Source: an optimization exercise on an open RTL-to-GDS flow (aim: small area and a short achievable clock period). Production flows keep margins and buffers that such runs may drop.
In this exercise RTL edits were held to simulation tests only and were not proved equivalent to the original.

## flow/design.v (module list and top-level ports; edited modules follow where they fit)
// module FA: 6 lines
// module Filter: 5566 lines
module Filter(clk, rst, in, out);
  // ...
==> flow/run.sh <==
#!/bin/bash
# synth_recipe.tcl (not shown) runs the flow's synth.tcl, then flattens the netlist and writes it again
# the make line also repeats each setting of config.mk as NAME=value (left out here)
make -C /OpenROAD-flow-scripts/flow DESIGN_CONFIG=/design/flow/config.mk WORK_HOME=/design/flow/orfs CLKGATE_MAP_FILE= SYNTH_SCRIPT=/design/flow/synth_recipe.tcl finish
==> flow/config.mk <==
export PLATFORM = sky130hd
export DESIGN_NAME = Filter
export DESIGN_NICKNAME = Filter
export VERILOG_FILES = /design/flow/design.v
export SDC_FILE = /design/flow/constraint.sdc
export NUM_CORES = 4
export LEC_CHECK = 0
export CAP_MARGIN = 20
export CORE_MARGIN = 2
export CORE_UTILIZATION = 40
export GPL_ROUTABILITY_DRIVEN = 0
export SETUP_SLACK_MARGIN = 5
export SLEW_MARGIN = 20
export SYNTH_HIERARCHICAL = 1
==> flow/constraint.sdc <==
create_clock -name core_clock -period 14.0 [get_ports {clk}]
set_input_delay 2.8000 -clock core_clock [delete_from_list [all_inputs] [get_ports {clk}]]
set_output_delay 2.8000 -clock core_clock [all_outputs]
set_load 0.01 [all_outputs]
==> key figures, run 1 <==
Yosys
  • Post-synthesis mux area share: 0%
  • Commonest cells post-synth: fa_1, ha_1, inv_1, a21oi_1, xnor2_1
  • Post-synth top area cell: fa_1

Worst setup path
  • Crit path launch type: flip-flop
  • CP startpoint: v[24]$_DFF_PN0_
  • Delay-heaviest family, CP: adder cells

Routing
  • WL/cell: 21.6 µm

Clocking
  • Clk sinks: 96
  • Post-CTS sizing: 28
  • Hold Buf Count CTS: 0

Finish
  • Final Instance Count excl. Fillers: 2663
  • Invs w/o clock: 157
  • Post-route cell area: 24300 µm²
  • Final net count: 2748
  • Repair and plain buffers: 136

GRT
  • Busiest grt layer: met2
  • Met1 Track Usage GR: 27.3%
  • M3 GR Usage: 4.44%

Die
  • IO Count: 66
  • Die Ht: 236 µm
  • Die ar.: 55800 µm²

STA
  • Tcrit/Tclk final: 62.5%
  • Fin Hold WS: 1.23 ns

Job
  • MaxCap Viol Count: 0

Status
  • Outcome: timing/DRC/antenna clean

Placed design
  • Placed Instances: 2614
==> run 2: changes to the inputs <==
--- a/flow/config.mk
+++ b/flow/config.mk
@@ -8,7 +8,6 @@
 export CAP_MARGIN = 20
 export CORE_MARGIN = 2
 export CORE_UTILIZATION = 40
-export GPL_ROUTABILITY_DRIVEN = 0
 export SETUP_SLACK_MARGIN = 5
 export SLEW_MARGIN = 20
 export SYNTH_HIERARCHICAL = 1
==> run 2 against run 1 <==
Net effect: still clean on timing, DRC and antenna; area after synthesis did not move; sequential share of layout area decreased by 0.056 points; fmax barely moved; largest cell class unchanged.
==> key figures, run 2 <==
GRT
  • Busiest grt layer: met2
  • All-layer global routing usage: 22.4%
  • M3 GR Usage: 4.49% (+0.059 points)
  • First-pass GRT wire length: 93300 µm
  • Largest net degree at the start of global routing: 52
  • Met1 Track Usage GR: 28.2% (+0.89 points)
  • Antenna violations before repair: 0
  • Grt met2 use: 39.1%
  • Number of global-route vias before repair: 16300
  • Remaining global-route overflow: 0

Die
  • Die Ht: 236 µm (unchanged)
  • Die ar.: 55800 µm² (unchanged)
  • Die X-Extent: 236 µm
  • IO Count: 66 (unchanged)
  • Initial cell density of the core: 40.2%
  • Row count: 85
  • Core area: 53600 µm²

Worst setup path
  • CP Class: flip-flop to flip-flop
  • Most used cell, CP: fa_1
  • Delay-heaviest family, CP: adder cells
  • Crit-path slowest cell: fa_1
  • Crit path capture type: flip-flop
  • Crit-path max FO: 9
  • Worst Path Required: 14.32 ns
  • CP peak stage delay: 0.52 ns
  • CP Buf/Inv Count: 3
  • Crit path launch type: flip-flop
  • CP arrival: 9.07 ns

Finish
  • Share of cells above drive strength 1: 10.4%
  • Area Overhead vs Synth: 13.4%
  • Util after Layout: 45.6%
  • Most frequent cells in the layout: fa_1, ha_1, inv_1
  • Largest registers: S x32, v x32, w1 x32
  • Ant. Diodes: 0
  • Final net count: 2757 (+0.33%)
  • Leading cell type in the layout, fill and taps excluded: fa_1
  • # fillers: 4949
  • Final Instance Count excl. Fillers: 2672 (+0.34%)
  • Post-route cell area: 24400 µm² (+0.66%)

Clocking
  • Inserted Clock Buffers: 9
  • Worst-Skew Late Latency: 0.40 ns
  • H-tree Lvls: 3
  • CTS tree: built
  • Clk buf depth: 2
  • Worst-path clk slew: 0.08 ns
  • Hold Buf Count CTS: 0 (unchanged)
  • Root buffer selected by CTS: clkbuf_16
  • Clk sinks: 96 (unchanged)

Placed design
  • IO Port Bufs: 65
  • GPL Wtd Cong: 0.886
  • Post-DP HPWL: 51400 µm
  • Placed Instances: 2613 (-0.038%)
  • Dpl cell area: 23400 µm²

Routing
  • Final wirelength: 58700 µm
  • Via/cell ratio: 5.42
  • Detailed Route Iter0 Violations: 730
  • WL/cell: 22.0 µm (+1.5%)
  • DRC viols: 0
  • 1st-pass router iterations: 7
  • Vias: 14500
  • Final ANT Viol Nets: 0

STA
  • Fin. Hold Viols: 0
  • Tcrit/Tclk final: 62.5% (about the same)
  • Slew margin rel.: 26.8%
  • Fin Setup TNS: 0 ns
  • Final setup vio count: 0
  • Worst Skew: 0.0154 ns
  • Max Fclk: 114 MHz
  • Max Slew Vio Count: 0
  • Worst slew pin tran: 1.09 ns
  • Post-layout min period: 8.75 ns
  • Unrepaired setup endpoints after global routing: yes

Yosys
  • Commonest cells post-synth: fa_1, ha_1, inv_1, a21oi_1, xnor2_1
  • Post-synthesis instance total: 1823
  • Syn avg cell area: 11.8 µm²
  • Sequential element share of the synthesized area: 11.1%
  • Syn nets: 2609
  • Post-Syn Area: 21600 µm²
  • Post-synth top area cell: fa_1
  • Count leader, synth: fa_1
  • Warnings, synthesis: 7
  • Post-synth ARST share: 100%
  • Top cell type's share of synthesized area: 48.6%
  • Predominant post-synthesis flop cell: dfrtp_1
  • EDFF count, synth: 0
  • Yosys cell types: 61
  • Post-synthesis sequential element count: 96
  • Area contributors post-synth: fa_1, ha_1, dfrtp_1, xnor2_1, a21oi_1

Worst hold path
  • Tightest Hold Check Type: flip-flop to flip-flop

Job
  • MaxCap Viol Count: 0 (unchanged)

Status
  • Outcome: timing/DRC/antenna clean
[run 2: cell counts after synthesis]
No cell type changed its count.
[run 2: Yosys stat by module, one instance, submodules excluded]
module,cells inside,area (µm²)
FA,1,20.0
Filter,1315,11400
[run 2: final timing paths]
path	from	end	slack, ns	cells after the start
setup / recovery	v[13]$_DFF_PN0_	v[27]$_DFF_PN0_	5.25	31
hold / removal	w1[30]$_DFF_PN0_	S[31]$_DFF_PN0_	1.23	5
setup reg to reg	v[13]$_DFF_PN0_	v[27]$_DFF_PN0_	5.25	31
hold reg to reg	w1[30]$_DFF_PN0_	S[31]$_DFF_PN0_	1.23	5
max in group asynchronous	rst	v[7]$_DFF_PN0_	10.29	2
min in group asynchronous	rst	S[31]$_DFF_PN0_	2.44	1
[run 2: kinds of logic (layout without fill, tap and decap cells)]
family	Yosys count	after routing	synth area share, %
adder cells (fa/ha/maj)	752	752	61.9
AO/OA/AOI/OAI	385	385	11.6
AND/OR/NAND/NOR	272	272	6.27
buffers and inverters	165	318	2.91
XOR/XNOR	153	153	6.22
flip-flops	96	96	11.1
[run 2: area by class of cell]
class	count	area, µm²	share of cell area (%)
well taps	696	871	3.56
clock inverters	5	38.8	0.159
flip-flops and latches	96	2420	9.91
clock buffers	11	243	0.993
inverters	157	619	2.53
multi-input cells	1562	19000	77.6
repair buffers	145	1290	5.28
[run 2: stage by stage]
step	setup slack (ns)	hold WS, ns
2_1_floorplan	5.28	0.973
3_3_place_gp	4.61	1.23
3_5_place_dp	4.45	1.24
4_1_cts	5.01	1.25
5_1_grt	4.88	1.33
6_report	5.25	1.23
[run 2: worst min-delay path: cells and delay by family, from the launching register on]
kind / cells / cell delay (ns)
XOR/XNOR: 2 / 0.20
adder cells (fa/ha/maj): 3 / 0.57
flip-flops: 1 / 0.43
[run 2: what timing repair did]
action | in CTS | in global routing
buffers inserted | 8 | 35
endpoints found under the setup margin | 22 | 28
gates resized for setup | 51 | 62
pin swaps | 5 | 15
[run 2: layer usage]
| layer | vias up | part of all wire [%] |
|---|---|---|
| met1 | 7573 | 42 |
| met3 | 68 | 4.9 |
| met4 | 0 | 2.8 |
| li1 | 6496 | - |
| met5 | - | 0 |
| met2 | 338 | 51 |
==> run 3: changes to the inputs <==
--- a/flow/config.mk
+++ b/flow/config.mk
@@ -7,7 +7,7 @@
 export LEC_CHECK = 0
 export CAP_MARGIN = 20
 export CORE_MARGIN = 2
-export CORE_UTILIZATION = 40
+export CORE_UTILIZATION = 55
 export SETUP_SLACK_MARGIN = 5
 export SLEW_MARGIN = 20
 export SYNTH_HIERARCHICAL = 1
==> run 3 against run 2 <==
Net effect: final cell count down 7.1%; highest routed layer unchanged; area after synthesis unchanged; die area down 27%; global-route usage up 7.3 points; non-clock buffer count down 12; worst setup slack worse by 0.032 ns.
==> key figures, run 3 <==
Status
  • Outcome: timing/DRC/antenna clean

Placed design
  • Placed Instances: 2433 (-6.9%)
  • Post-DP HPWL: 49000 µm (-4.5%)
  • IO Port Bufs: 65 (unchanged)
  • GPL Wtd Cong: 0.912 (+2.9%)

STA
  • Worst slew pin tran: 1.13 ns (+0.0357 ns)
  • Slew margin rel.: 24.1% (-2.7 points)
  • Final setup vio count: 0 (unchanged)
  • Worst Skew: 0.0138 ns (-0.00158 ns)
  • Post-layout min period: 8.78 ns (+0.0324 ns)
  • Max Slew Vio Count: 0 (unchanged)
  • Fin. Hold Viols: 0 (unchanged)
  • Max Fclk: 114 MHz (-0.37%)
  • Tcrit/Tclk final: 62.7% (+0.23 points)
  • Fin Setup TNS: 0 ns (unchanged)
  • Unrepaired setup endpoints after global routing: yes

Yosys
  • Post-Syn Area: 21600 µm² (unchanged)
  • Warnings, synthesis: 7 (unchanged)
  • Area contributors post-synth: fa_1, ha_1, dfrtp_1, xnor2_1, a21oi_1
  • Post-synth top area cell: fa_1
  • EDFF count, synth: 0 (unchanged)
  • Post-synthesis instance total: 1823 (unchanged)
  • Syn avg cell area: 11.8 µm² (unchanged)
  • Top cell type's share of synthesized area: 48.6% (unchanged)
  • Predominant post-synthesis flop cell: dfrtp_1
  • Post-synth ARST share: 100% (unchanged)
  • Syn nets: 2609 (unchanged)
  • Count leader, synth: fa_1
  • Sequential element share of the synthesized area: 11.1% (unchanged)
  • Yosys cell types: 61 (unchanged)
  • Post-synthesis sequential element count: 96 (unchanged)
  • Commonest cells post-synth: fa_1, ha_1, inv_1, a21oi_1, xnor2_1

Clocking
  • Root buffer selected by CTS: clkbuf_16
  • CTS tree: built
  • Clk sinks: 96 (unchanged)
  • Worst-path clk slew: 0.08 ns (about the same)
  • Inserted Clock Buffers: 9 (unchanged)
  • Hold Buf Count CTS: 0 (unchanged)
  • H-tree Lvls: 3 (unchanged)
  • Worst-Skew Late Latency: 0.39 ns (about the same)
  • Clk buf depth: 2 (unchanged)

Routing
  • Final wirelength: 56000 µm (-4.7%)
  • Detailed Route Iter0 Violations: 650 (-11%)
  • DRC viols: 0 (unchanged)
  • Via/cell ratio: 5.80 (+7.1%)
  • Final ANT Viol Nets: 0 (unchanged)
  • Vias: 14400 (-0.50%)
  • 1st-pass router iterations: 5 (-2)
  • WL/cell: 22.5 µm (+2.6%)

Finish
  • Most frequent cells in the layout: fa_1, ha_1, inv_1
  • Largest registers: S x32, v x32, w1 x32
  • Ant. Diodes: 0 (unchanged)
  • Final net count: 2745 (-0.44%)
  • Final Instance Count excl. Fillers: 2482 (-7.1%)
  • Share of cells above drive strength 1: 9.67% (-0.75 points)
  • Area Overhead vs Synth: 11.6%
  • Leading cell type in the layout, fill and taps excluded: fa_1
  • # fillers: 3202 (-35%)

Worst setup path
  • Worst Path Required: 14.27 ns (-0.05 ns)
  • CP Buf/Inv Count: 3 (unchanged)
  • CP startpoint: v[17]$_DFF_PN0_
  • Reg-to-reg critical path startpoint: v[17]$_DFF_PN0_
  • R2r endpoint: v[29]$_DFF_PN0_
  • Crit-path max FO: 6 (-3)
  • Crit path capture type: flip-flop
  • CP peak stage delay: 0.55 ns (+0.03 ns)
  • CP arrival: 9.05 ns (-0.02 ns)
  • Worst Reg-to-Reg Cells: 31 (unchanged)
  • Flop2flop setup slack: 5.22 ns (-0.03 ns)
  • CP Class: flip-flop to flip-flop
  • Most used cell, CP: fa_1
  • Crit-path slowest cell: or4_1
  • Crit path launch type: flip-flop
  • Delay-heaviest family, CP: adder cells

GRT
  • All-layer global routing usage: 29.7% (+7.3 points)
  • Remaining global-route overflow: 0 (unchanged)
  • Number of global-route vias before repair: 16200 (-0.79%)
  • First-pass GRT wire length: 90400 µm (-3.1%)
  • Largest net degree at the start of global routing: 52 (unchanged)
  • Antenna violations before repair: 0 (unchanged)

Die
  • IO Count: 66 (unchanged)
  • Die X-Extent: 202 µm (-14%)
  • Initial cell density of the core: 55.8% (+16 points)
  • Die ar.: 40800 µm² (-27%)
  • Core area: 38600 µm² (-28%)
  • Die Ht: 202 µm (-14%)
  • Row count: 72 (-15%)

Worst hold path
  • Min-Delay Startpoint: v[29]$_DFF_PN0_
  • Min-Delay Endpoint: w1[31]$_DFF_PN0_
  • Worst Hold Depth: 3 (-2)
  • Tightest Hold Check Type: flip-flop to flip-flop

Job
  • MaxCap Viol Count: 0 (unchanged)
## run 3: cell counts after synthesis
Identical to the previous run, type by type.
## run 3: routing by layer
layer  up-vias  global-route usage [%]  share of wire [%]
li1       6475                       -                  -
met2       273                    54.1                 53
met3        61                    3.26                3.2
met1      7593                    38.4                 41
met5         -                       0                  0
met4         0                    6.51                2.3
## run 3: tightest hold or removal path: cells and delay by family (launching register included)
| family | cells | cell delay (ns) |
|---|---|---|
| xor+xnor | 2 | 0.36 |
| fa+ha+maj | 1 | 0.28 |
| flops | 1 | 0.53 |
## run 3: repair_timing
action	in CTS	in global routing
endpoints found under the setup margin	18	34
cloned	0	1
gates resized for setup	43	59
setup buffers	5	27
hold endpoints to repair	0	0
pin swaps	3	11
## run 3: how the worst max path moves through the flow
stage | endpoint | slack (ns) | depth (start not counted)
after floorplan | v[27]$_DFF_PN0_ | 5.28 | 33
after CTS | out[25] | 5.00 | 18
after global routing | v[31]$_DFF_PN0_ | 4.85 | 33
after global placement | v[31]$_DFF_PN0_ | 4.78 | 30
final | v[29]$_DFF_PN0_ | 5.22 | 31
after detailed placement | v[31]$_DFF_PN0_ | 4.51 | 30
## run 3: layout make-up
type | instances | area, µm² | share of cell area, %
multi-input cells | 1562 | 18900 | 78.5
flip-flops and latches | 96 | 2420 | 10.1
well taps | 518 | 648 | 2.69
repair buffers | 133 | 1190 | 4.94
clock buffers | 10 | 239 | 0.993
clock inverters | 6 | 58.8 | 0.244
inverters | 157 | 617 | 2.56
## run 3: per-stage QoR
step	area (µm²)	hold slack [ns]	worst slack, ns	util [%]
after floorplan	21600	0.973	5.28	-
after global placement	23100	1.24	4.78	59.8
after detailed placement	23100	1.25	4.51	59.8
after CTS	23600	1.24	5.00	61.0
after global routing	24100	1.29	4.85	62.2
final	24100	1.22	5.22	62.2
## run 3: logic make-up (layout without fill, tap and decap cells)
group	after synthesis	after routing	share of synthesized area [%]
flops	96	96	11.1
simple gates	272	272	6.27
fa+ha+maj	752	752	61.9
compound gates	385	385	11.6
buf+inv	165	306	2.91
xor+xnor	153	153	6.22
## run 3: modules after synthesis (local to each module, per instance)
module,cells inside,times used
Filter,1315,1
FA,1,508

==> port drivers added, routing unchanged <==
The flow's constraints put no driver on any port. The routed layouts listed below were extracted and timed again, unchanged, in two steps. Step 1 sets driving cells, clkbuf_16 on the clock port and buf_2 on the other inputs (assumed; they add their load-dependent delay and slew). Step 2, shift: input delay + t, output delay - t, t = (earliest + latest rising clock arrival at the registers) / 2. This alone moves slack from input paths to output paths. a / b / c = no drivers / after step 1 / after step 2; a / b = the first two.
run	t, ns	slack for setup (ns)	worst setup path at the end	latest minus earliest clock arrival (ns)	worst register clock-pin slew, ns
run 1	0.439	5.247 / 5.221 / 5.247	register to register	0.011 / 0.011	0.08 / 0.08
run 2	0.449	5.255 / 5.248 / 5.255	register to register	0.015 / 0.015	0.08 / 0.08
run 3	0.431	5.222 / 5.222 / 5.222	register to register	0.014 / 0.014	0.08 / 0.08
After both steps every run listed still meets setup and hold.
